Background: an optimization exercise with open tools, aiming at small area. Do not read the settings as production practice. RTL that was checked went through simulation tests only; none was proved equivalent to the original. No activity file was given, so power comes from the tool's default toggle rates.

lane 1:
Design led_matrix_top, start of the top module:
module led_matrix_top(input  logic clk,
                      input  logic r,
                      input  logic w_enable,
                      input  logic get_buffer,
                      input  logic [383:0] y_in,
                      output logic r0_out,
                      output logic r1_out,
                      output logic g0_out,
                      output logic g1_out,
                      output logic b0_out,
                      output logic b1_out,
                      output logic latch,
                      output logic OE,
                      output logic sck,
                      output logic [4:0] addr);
	logic reset, read_en, row_valid;
	logic [5:0] row_0_pos, row_1_pos;
	assign reset = ~r;
	EBRController FrameBuffer(.clk(clk), .reset(reset), .w_enable(w_enable), .r_enable(read_en),
		.get_buffer(get_buffer), .y_in(y_in), .addr(addr),
		.row_valid(row_valid), .row_0_pos(row_0_pos), .row_1_pos(row_1_pos));
	DisplayController Display(.clk(clk), .reset(reset), .row_valid(row_valid),
		.row_0_pos(row_0_pos), .row_1_pos(row_1_pos), .current_addr(addr), .blank(OE),
		.latch(latch), .r0_out(r0_out), .r1_out(r1_out), .g0_out(g0_out), .g1_out(g1_out),
		.b0_out(b0_out), .b1_out(b1_out), .out_clk(sck), .read_en(read_en));
endmodule
Settings: LEC_CHECK=0, CAP_MARGIN=20, CORE_MARGIN=2, CORE_UTILIZATION=70, PLACE_DENSITY=0.8, SLEW_MARGIN=20; clock period 10.0 ns.
standard.sh (not shown) runs the stock make flow with config.mk's settings and CLKGATE_MAP_FILE= SYNTH_SCRIPT=/design/flow/synth_recipe.tcl, a recipe that flattens the netlist after the stock synthesis.
==> flow/flow/run.sh <==
#!/bin/bash
# Standard ORFS layout with smaller port buffers and a clock tree built from
# small clock buffers without dummy loads.
set -euo pipefail
bash standard.sh \
  BUFFER_PORTS_ARGS="-buffer_cell sky130_fd_sc_hd__buf_1" \
  CTS_ARGS="-sink_clustering_enable -repair_clock_nets -dont_use_dummy_load -buf_list {sky130_fd_sc_hd__clkbuf_4 sky130_fd_sc_hd__clkbuf_8}" \
  finish > flow.log 2>&1
Lane 1: full flow OK, the timing, DRC and antenna checks passed
The following lists how lane 2 was set up differently from lane 1:
Settings: a change of CORE_UTILIZATION from 70 to 50; a change of PLACE_DENSITY from 0.8 to 0.6.
==> flow/flow/run.sh <==
#!/bin/bash
# Standard ORFS layout with smaller port buffers and a clock tree built from
# larger sink clusters of small clock buffers, without dummy loads.
set -euo pipefail
bash standard.sh \
  BUFFER_PORTS_ARGS="-buffer_cell sky130_fd_sc_hd__buf_1" \
  CTS_ARGS="-sink_clustering_enable -repair_clock_nets -dont_use_dummy_load -sink_clustering_size 20 -sink_clustering_max_diameter 50 -buf_list {sky130_fd_sc_hd__clkbuf_4 sky130_fd_sc_hd__clkbuf_8}" \
  finish > flow.log 2>&1
Notes after the runs:
The run with more setup slack is lane 2; lane 1 has less.
Each of the runs, namely lane 2 and lane 1, reached the end of the flow and came out clean.
Lane 2 falls short of lane 1 in clock skew.
Looking at final design area excluding fillers, lane 2 sits 560 um^2 lower than lane 1 does.
Lane 2 has proportion of cell area spent on the clock network below what lane 1 had.
The run showing the smaller worst hold margin is lane 2.
In the reports for lane 2 and lane 1, the larger total power draw belongs to lane 1.
The inputs of lane 3 differ from those of lane 2 as listed below.
==> flow/flow/run.sh <==
#!/bin/bash
# Standard ORFS layout with smaller port buffers and a clock tree built from
# larger sink clusters of small clock buffers, without dummy loads.
set -euo pipefail
bash standard.sh \
  BUFFER_PORTS_ARGS="-buffer_cell sky130_fd_sc_hd__buf_1" \
  CTS_ARGS="-sink_clustering_enable -repair_clock_nets -dont_use_dummy_load -sink_clustering_size 30 -sink_clustering_max_diameter 80 -buf_list {sky130_fd_sc_hd__clkbuf_8 sky130_fd_sc_hd__clkbuf_16}" \
  finish > flow.log 2>&1
Findings:
- Each of the runs, namely lane 2 and lane 3, reached the end of the flow and came out clean.
- Diff lane 2 -> lane 3: worst slew margin relative to its limit moved up; total of fill cells in the finished design level.
- Lane 3 against lane 2: final worst-path cycle share fell 0.64 points; met2 capacity usage during global routing went up by 0.80 points.
- Diff lane 2 -> lane 3: worst hold margin -0.011 ns; post-layout total power -0.98%; wire length -790 um; sequential portion of the cell area +0.38 points.
Inputs modified between lane 3 and lane 4:
==> flow/flow/run.sh <==
#!/bin/bash
# Standard ORFS layout with smaller port buffers and a clock tree built from
# small clock buffers without dummy loads.
set -euo pipefail
bash standard.sh \
  BUFFER_PORTS_ARGS="-buffer_cell sky130_fd_sc_hd__buf_1" \
  CTS_ARGS="-sink_clustering_enable -repair_clock_nets -dont_use_dummy_load -buf_list {sky130_fd_sc_hd__clkbuf_4 sky130_fd_sc_hd__clkbuf_8}" \
  finish > flow.log 2>&1
## What came out
- STATUS global-route wire length before repair: lane 4 loses against lane 3
- Lane 3 has higher worst setup slack than lane 4.
- The sequential share of layout area in lane 4 was lower than what lane 3 gave.
No functional check of the RTL was part of any run of this note.


sierra:
The RTL this note starts from:
==> flow/design.v <==
module EBRController(input  logic clk,
                     input  logic reset,
                     input  logic w_enable,
                     input  logic r_enable,
                     input  logic get_buffer,
                     input  logic [63:0][5:0] y_in,
                     input  logic [4:0] addr,
                     output logic row_valid,
                     output logic [5:0] row_0_pos,
                     output logic [5:0] row_1_pos);
	logic st_clear, st_write;
	logic [63:0][5:0] w_pos, o_pos, d_pos;
	logic w_valid, o_valid, d_valid;
	always_ff @(posedge clk) begin
		if (reset) begin
			st_clear <= 1'b0;
			st_write <= 1'b0;
		end else begin
			st_clear <= ~st_clear & ~st_write & w_enable;
			st_write <= st_clear;
		end
	end
	always_ff @(posedge clk) begin
		if (st_clear) w_valid <= 1'b0;
		if (st_write) begin
			w_valid <= 1'b1;
			w_pos   <= y_in;
		end
	end
	always_ff @(posedge clk)
		if (~st_clear & ~st_write & get_buffer) begin
			o_valid <= w_valid;
			o_pos   <= w_pos;
		end
	logic [31:0] sel;
	logic [5:0] rd0, rd1;
	RowDecode Dec(.addr(addr), .sel(sel));
	RowSelect Sel0(.sel(sel), .rows(d_pos[31:0]), .row(rd0));
	RowSelect Sel1(.sel(sel), .rows(d_pos[63:32]), .row(rd1));
	always_ff @(posedge clk) begin
		if (r_enable) begin
			row_valid <= d_valid;
			row_0_pos <= rd0;
			row_1_pos <= rd1;
		end else if (get_buffer) begin
			d_valid <= o_valid;
			d_pos   <= o_pos;
		end
	end
endmodule
module RowDecode(input logic [4:0] addr, output logic [31:0] sel);
	always_comb
		for (int k = 0; k < 32; k++) sel[k] = addr == k[4:0];
endmodule
module SelectAOI3(input logic [2:0] sel, input logic [2:0] d, output logic y_n);
	assign y_n = ~|(sel & d);
endmodule
module RowSelect(input logic [31:0] sel, input logic [31:0][5:0] rows, output logic [5:0] row);
	logic [32:0] sel_x;
	logic [5:0][32:0] d_x;
	logic [5:0][10:0] part_n;
	assign sel_x = {1'b0, sel};
	for (genvar b = 0; b < 6; b++) begin : g_bit
		for (genvar k = 0; k < 33; k++) begin : g_row
			if (k < 32) assign d_x[b][k] = rows[k][b];
			else        assign d_x[b][k] = 1'b0;
		end
		for (genvar g = 0; g < 11; g++) begin : g_grp
			SelectAOI3 Aoi(.sel(sel_x[3*g +: 3]), .d(d_x[b][3*g +: 3]), .y_n(part_n[b][g]));
		end
		assign row[b] = ~&part_n[b];
	end
endmodule
module DisplayController(input  logic clk,
                         input  logic reset,
                         input  logic row_valid,
                         input  logic [5:0] row_0_pos,
                         input  logic [5:0] row_1_pos,
                         output logic [4:0] current_addr,
                         output logic blank,
                         output logic latch,
                         output logic r0_out,
                         output logic r1_out,
                         output logic g0_out,
                         output logic g1_out,
                         output logic b0_out,
                         output logic b1_out,
                         output logic out_clk,
                         output logic read_en);
	logic [6:0] t;
	logic [3:0] pwm_cnt;
	logic first;	 
	always_ff @(posedge clk) begin
		if (reset) begin
			t       <= 7'd59;
			first   <= 1'b1;
			pwm_cnt <= '0;
		end else begin
			if (t == 7'd5) t <= (pwm_cnt == 4'd0) ? 7'd60 : 7'd63;
			else           t <= t + 7'd1;
			if (t == 7'd5) first <= 1'b0;
			pwm_cnt <= pwm_cnt + (t == 7'd4);
		end
	end
	always_ff @(posedge clk) begin
		if (first && (t == 7'd59 || t == 7'd60 || t == 7'd61)) current_addr <= '0;
		else if (t == 7'd62 && !first) current_addr <= current_addr + 5'd1;
	end
	assign latch   = t == 7'd1;
	assign blank   = ~(t == 7'd2 || t == 7'd3);
	assign out_clk = t[6];
	assign read_en = (t == 7'd60 && first) || (t == 7'd64 && pwm_cnt == 4'd0 && !first);
	PixelColour Colour(.row_valid(row_valid), .row_0_pos(row_0_pos), .row_1_pos(row_1_pos),
		.count(t[5:0] & {6{t[6]}}), .pwm_cnt(pwm_cnt), .rgb({r0_out, r1_out, g0_out, g1_out, b0_out, b1_out}));
endmodule
module PixelColour(input  logic row_valid,
                   input  logic [5:0] row_0_pos,
                   input  logic [5:0] row_1_pos,
                   input  logic [5:0] count,
                   input  logic [3:0] pwm_cnt,
                   output logic [5:0] rgb);
	logic hit0, hit1, r_on, g_on, b_on;
	assign hit0 = row_valid & (row_0_pos == count);
	assign hit1 = row_valid & (row_1_pos == count);
	assign r_on = pwm_cnt != 4'd15;
	assign g_on = pwm_cnt < 4'd14;
	assign b_on = pwm_cnt < 4'd5;
	assign rgb = {hit0 & r_on, hit1 & r_on, hit0 & g_on, hit1 & g_on, hit0 & b_on, hit1 & b_on};
endmodule
module led_matrix_top(input  logic clk,
                      input  logic r,
                      input  logic w_enable,
                      input  logic get_buffer,
                      input  logic [383:0] y_in,
                      output logic r0_out,
                      output logic r1_out,
                      output logic g0_out,
                      output logic g1_out,
                      output logic b0_out,
                      output logic b1_out,
                      output logic latch,
                      output logic OE,
                      output logic sck,
                      output logic [4:0] addr);
	logic reset, read_en, row_valid;
	logic [5:0] row_0_pos, row_1_pos;
	assign reset = ~r;
	EBRController FrameBuffer(.clk(clk), .reset(reset), .w_enable(w_enable), .r_enable(read_en),
		.get_buffer(get_buffer), .y_in(y_in), .addr(addr),
		.row_valid(row_valid), .row_0_pos(row_0_pos), .row_1_pos(row_1_pos));
	DisplayController Display(.clk(clk), .reset(reset), .row_valid(row_valid),
		.row_0_pos(row_0_pos), .row_1_pos(row_1_pos), .current_addr(addr), .blank(OE),
		.latch(latch), .r0_out(r0_out), .r1_out(r1_out), .g0_out(g0_out), .g1_out(g1_out),
		.b0_out(b0_out), .b1_out(b1_out), .out_clk(sck), .read_en(read_en));
endmodule
export LEC_CHECK = 0
export CAP_MARGIN = 20
export CORE_MARGIN = 2
export CORE_UTILIZATION = 76
export PLACE_DENSITY = 0.85
export SLEW_MARGIN = 20
export SYNTH_HIERARCHICAL = 1
export SYNTH_MINIMUM_KEEP_SIZE = 0
create_clock -name core_clock -period 10.0 [get_ports {clk}]
==> flow/flow/run.sh <==
#!/bin/bash
# Standard ORFS layout with smaller port buffers and a clock tree built from
# larger sink clusters, without dummy loads.
set -euo pipefail
bash standard.sh \
  BUFFER_PORTS_ARGS="-buffer_cell sky130_fd_sc_hd__buf_1" \
  CTS_ARGS="-sink_clustering_enable -repair_clock_nets -dont_use_dummy_load -sink_clustering_size 30 -sink_clustering_max_diameter 60 -buf_list {sky130_fd_sc_hd__clkbuf_16}" \
  finish > flow.log 2>&1
Input changes introduced in zinc (baseline for comparison: sierra):
# sierra
export LEC_CHECK = 0
export CAP_MARGIN = 20
export CORE_MARGIN = 2
export CORE_UTILIZATION = 76
export PLACE_DENSITY = 0.85
export SLEW_MARGIN = 20
export SYNTH_HIERARCHICAL = 1
export SYNTH_MINIMUM_KEEP_SIZE = 0
create_clock -name core_clock -period 10.0 [get_ports {clk}]
# zinc
export LEC_CHECK = 0
export CAP_MARGIN = 20
export CORE_MARGIN = 2
export CORE_UTILIZATION = 70
export PLACE_DENSITY = 0.8
export SLEW_MARGIN = 20
export SYNTH_HIERARCHICAL = 1
export SYNTH_MINIMUM_KEEP_SIZE = 0
create_clock -name core_clock -period 10.0 [get_ports {clk}]
Notes after the runs:
- Compared with sierra, final cell count in zinc increased slightly.
- Of zinc and sierra, sierra shows the higher first-iteration DRC count, with zinc below it.
- Share of the clock period used by the worst path after layout (higher): sierra
- The end-of-flow core utilization reported for zinc is smaller than that of sierra by 6.1 points.
- Changes observed in zinc relative to sierra: routability-driven placement congestion ratio moved up, number of nets in the layout did not really move, critical path depth in cells has remained practically unchanged, worst setup slack saw an increase, HPWL reported at the end of detailed placement now smaller.
What juniper does differently from zinc at the input level:
# zinc
export LEC_CHECK = 0
export CAP_MARGIN = 20
export CORE_MARGIN = 2
export CORE_UTILIZATION = 70
export PLACE_DENSITY = 0.8
export SLEW_MARGIN = 20
export SYNTH_HIERARCHICAL = 1
export SYNTH_MINIMUM_KEEP_SIZE = 0
create_clock -name core_clock -period 10.0 [get_ports {clk}]
# juniper
export LEC_CHECK = 0
export CAP_MARGIN = 20
export CORE_MARGIN = 2
export CORE_UTILIZATION = 70
export GPL_ROUTABILITY_DRIVEN = 0
export GPL_TIMING_DRIVEN = 0
export PLACE_DENSITY = 0.8
export SLEW_MARGIN = 20
export SYNTH_HIERARCHICAL = 1
export SYNTH_MINIMUM_KEEP_SIZE = 0
create_clock -name core_clock -period 10.0 [get_ports {clk}]
Notes after the runs:
juniper completed; timing, DRC and antenna clean. zinc and juniper ended up with roughly the same layout inverter count without the clock tree. On proportion of power drawn by the clock network: juniper sits below zinc. Relative area of non-clock buffer cells in the final design delta for juniper relative to zinc: 1.7 points higher. zinc has a higher worst setup slack before clock tree synthesis than juniper. In juniper, worst setup slack is lower than in zinc.

port drivers added, routing unchanged:
No port has a modelled driver above. Below, the same layouts with a new extraction and two added sets of constraints. Step 1, drivers: a clkbuf_16 drives clk and a buf_2 each remaining input, both assumed. Step 2, shift: input delay + t, output delay - t, t = (earliest + latest rising clock arrival at the registers) / 2. This alone moves slack from input paths to output paths. a / b / c = ideal / step 1 / step 2; a / b = the first two.
run	t, ns	setup WS [ns]	worst setup path at the end	worst slew at a driven data input, ns	pins driven straight from the clock port
lane 1	0.820	5.651 / 5.593 / 5.407	input to register	0.12	1
lane 2	0.747	5.664 / 5.602 / 5.400	input to register	0.05	1
lane 3	0.676	5.728 / 5.660 / 5.424	input to register	0.05	1
lane 4	0.849	5.611 / 5.542 / 5.407	input to register	0.05	1
sierra	0.675	5.306 / 5.242 / 5.209	input to register	0.06	1
zinc	0.678	5.561 / 5.499 / 5.516	input to register	0.08	1
juniper	0.665	5.347 / 5.287 / 5.226	input to register	0.10	1
After both steps every run listed still meets setup and hold. For lane 3, which loses most, drivers alone change the setup slack by -0.068 ns; drivers and shift together by -0.304 ns.
